This is an optimization exercise on Yosys and OpenROAD, whose aim is small area, a short achievable clock period and few clock cycles, not a production implementation. The RTL was checked by simulation tests, not by an equivalence proof against the original design.

old:
// LASER
module LASER (
input CLK,
input RST,
input [3:0] X,
input [3:0] Y,
output reg [3:0] C1X,
output reg [3:0] C1Y,
output reg [3:0] C2X,
output reg [3:0] C2Y,
output reg DONE);
Size: about 3,100 cells after synthesis, about 0.031 mm2 of cells after synthesis.
clock: 12.0 ns
lec_check: 0
cap_margin: 20
core_margin: 2
core_utilization: 40
slew_margin: 20
standard.sh (not shown) runs the stock make flow with config.mk's settings and CLKGATE_MAP_FILE= SYNTH_SCRIPT=/design/flow/synth_recipe.tcl, a recipe that flattens the netlist after the stock synthesis.
==> flow/flow/run.sh <==
#!/bin/bash
# The standard layout, with two changes to how it is made:
#  - port buffers of a regular buffer cell (buf_4) instead of the delay cell
#    that buffer_ports picks by default;
#  - repair_timing asked for more setup margin than the 12 ns clock needs,
#    so that it also works on paths that already meet 12 ns.
set -euo pipefail
bash standard.sh finish "BUFFER_PORTS_ARGS=-buffer_cell sky130_fd_sc_hd__buf_4" SETUP_SLACK_MARGIN=8.7 CTS_CLUSTER_SIZE=22 CTS_CLUSTER_DIAMETER=60 > standard_flow.log 2>&1
old reached the end of the flow, and the finished layout is clean on the timing, DRC and antenna checks.
Testbench counts of old, summed over its fixed seeds: cycles 44,462.
### old -> new
diff --git a/flow/flow/run.sh b/flow/flow/run.sh
--- a/flow/flow/run.sh
+++ b/flow/flow/run.sh
@@ -7,2 +7,2 @@
 set -euo pipefail
-bash standard.sh finish "BUFFER_PORTS_ARGS=-buffer_cell sky130_fd_sc_hd__buf_4" SETUP_SLACK_MARGIN=8.7 CTS_CLUSTER_SIZE=22 CTS_CLUSTER_DIAMETER=60 > standard_flow.log 2>&1
+bash standard.sh finish "BUFFER_PORTS_ARGS=-buffer_cell sky130_fd_sc_hd__buf_4" SETUP_SLACK_MARGIN=8.7 ABC_AREA=1 CTS_CLUSTER_SIZE=28 CTS_CLUSTER_DIAMETER=70 > standard_flow.log 2>&1
### Flow results
new vs old, cell type of the slowest stage on the worst timing path: dfxtp_2 vs dfxtp_4
The setup slack of new is larger than that of old.
Delta (new minus old): synthesized area per cell now sits lower, adder-cell share of the synthesized area now sits lower, post-CTS repair timing setup buffer count now sits lower.
Summary: detailed-route via count, new worse than old
Routed length on met1 (old / new): 0.908

---

the reference run:
Another version of the RTL of LASER (not shown whole).
For scale: ~3100 cells after synthesis, ~570 flip-flops, ~27 I/O pins, roughly 31000 um^2 of cells after synthesis.
Settings: LEC_CHECK=0, CAP_MARGIN=20, CORE_MARGIN=2, CORE_UTILIZATION=40, CTS_CLUSTER_DIAMETER=70, CTS_CLUSTER_SIZE=28, SLEW_MARGIN=20; clock period 12.0 ns.
run.sh (not shown) runs the stock make flow with config.mk's settings and CLKGATE_MAP_FILE= SYNTH_SCRIPT=/design/flow/synth_recipe.tcl, a recipe that flattens the netlist after the stock synthesis.
Stock flow here: none of the scripts above is used.
Testbench counts of the reference run, summed over its fixed seeds: cycles 44,462.
Relative to the reference run, the following input files were edited for the trial run:
==> flow/flow/run.sh (new file) <==
#!/bin/bash
set -euo pipefail
bash standard.sh finish "BUFFER_PORTS_ARGS=-buffer_cell sky130_fd_sc_hd__buf_4" SETUP_SLACK_MARGIN=8.55 "CTS_ARGS=-sink_clustering_enable -repair_clock_nets -sink_clustering_size 28 -sink_clustering_max_diameter 70 -sink_clustering_levels 1 -distance_between_buffers 500 -branching_point_buffers_distance 500" > standard_flow.log 2>&1
==> flow/standard.sh (new file) <==
#!/bin/bash
# synth_recipe.tcl (not shown) runs the flow's synth.tcl, then flattens the netlist and writes it again
# the make line also repeats each setting of config.mk as NAME=value (left out here)
make -C /OpenROAD-flow-scripts/flow DESIGN_CONFIG=/design/flow/config.mk WORK_HOME=/design/flow/orfs CLKGATE_MAP_FILE= SYNTH_SCRIPT=/design/flow/synth_recipe.tcl "${@:-finish}"
diff --git a/flow/config.mk b/flow/config.mk
--- a/flow/config.mk
+++ b/flow/config.mk
@@ -9,5 +9,3 @@
 export CORE_MARGIN = 2
 export CORE_UTILIZATION = 40
-export CTS_CLUSTER_DIAMETER = 70
-export CTS_CLUSTER_SIZE = 28
 export SLEW_MARGIN = 20
removed: flow/run.sh
Notes after the runs:
Between the reference run and the trial run, the sequential cell area figures differ only marginally. Half-perimeter wire length of the detailed placement result in the trial run is 560 um above the reference run. Changes observed in the trial run relative to the reference run: synthesis-to-layout area growth climbed 2.3 points; detailed-route wire length increased about 4%; clock skew now sits at about the same level.

---

Another version of the RTL of LASER (not shown whole).
Size in the first run: about 3500 cells after synthesis, about 560 flip-flops, roughly 35000 sq um of cells after synthesis.
clock: 12.0 ns
lec_check: 0
cap_margin: 20
core_margin: 2
core_utilization: 40
slew_margin: 20
Stock flow here: none of the scripts above is used.
The first run completed with no timing, DRC or antenna violations.
Testbench counts at the start, summed over its fixed seeds: cycles 45,102.
Next try:
ABC_CLOCK_PERIOD_IN_PS = 3000   (was not set)
SETUP_SLACK_MARGIN = 5   (was not set)
Outcome:
- The changed run finished clean
- hold slack stays the same
- fmax stays the same
- non-clock buffer count does not change

---

Another version of the RTL of LASER (not shown whole).
For scale: roughly 580 flip-flops, ~31000 µm² of cells after synthesis.
clock: 12.0 ns
lec_check: 0
cap_margin: 20
core_margin: 2
core_utilization: 40
slew_margin: 20
standard.sh (not shown) runs the stock make flow with config.mk's settings and CLKGATE_MAP_FILE= SYNTH_SCRIPT=/design/flow/synth_recipe.tcl, a recipe that flattens the netlist after the stock synthesis.
==> flow/flow/run.sh <==
#!/bin/bash
# The standard layout, with two changes to how it is made:
#  - port buffers of a regular buffer cell (buf_4) instead of the delay cell
#    that buffer_ports picks by default;
#  - repair_timing asked for more setup margin than the 12 ns clock needs,
#    so that it also works on paths that already meet 12 ns.
set -euo pipefail
bash standard.sh finish "BUFFER_PORTS_ARGS=-buffer_cell sky130_fd_sc_hd__buf_4" SETUP_SLACK_MARGIN=8.9 CTS_CLUSTER_SIZE=28 CTS_CLUSTER_DIAMETER=70 > standard_flow.log 2>&1
The baseline went through all stages and came out clean.
Testbench counts at the start, summed over its fixed seeds: cycles 44,462.
Rerun with:
--- a/flow/flow/run.sh
+++ b/flow/flow/run.sh
@@ -8 +8 @@
-bash standard.sh finish "BUFFER_PORTS_ARGS=-buffer_cell sky130_fd_sc_hd__buf_4" SETUP_SLACK_MARGIN=8.9 CTS_CLUSTER_SIZE=28 CTS_CLUSTER_DIAMETER=70 > standard_flow.log 2>&1
+bash standard.sh finish "BUFFER_PORTS_ARGS=-buffer_cell sky130_fd_sc_hd__buf_4" SETUP_SLACK_MARGIN=8.7 CTS_CLUSTER_SIZE=28 CTS_CLUSTER_DIAMETER=70 > standard_flow.log 2>&1
Outcome:
- The changed run completed with no timing, DRC or antenna violations
- critical path depth does not change
- wire length went down by about 8%
- via count falls by about 3.5%

## what the ideal ports hide
No port has a modelled driver above. Below, the same layouts with a new extraction and two added sets of constraints. Step 1: set_driving_cell puts a clkbuf_16 on CLK and a buf_2 on each other input, an assumption about the parent block. Step 2 moves the port delays by t, midway between the first and last clock arrival at a register: inputs arrive t later, outputs are due t later. That takes back most of the time a late clock gives input paths. a / b / c = ideal / step 1 / step 2; a / b = the first two.
| run | t (ns) | setup WS [ns] | pins driven straight from the clock port |
|---|---|---|---|
| old | 0.670 | 8.489 / 8.427 / 8.667 | 1 |
| new | 0.662 | 8.567 / 8.497 / 8.831 | 1 |
| the reference run | 0.651 | 8.044 / 8.044 / 8.044 | 1 |
| the trial run | 0.651 | 8.549 / 8.485 / 8.659 | 1 |
| the first run of note 3 | 0.633 | 7.303 / 7.303 / 7.303 | 1 |
| the second run of note 3 | 0.633 | 7.303 / 7.303 / 7.303 | 1 |
| the first run of note 4 | 0.667 | 8.502 / 8.441 / 8.727 | 1 |
| the second run of note 4 | 0.641 | 8.540 / 8.474 / 8.768 | 1 |
After both steps every run listed still meets setup and hold.
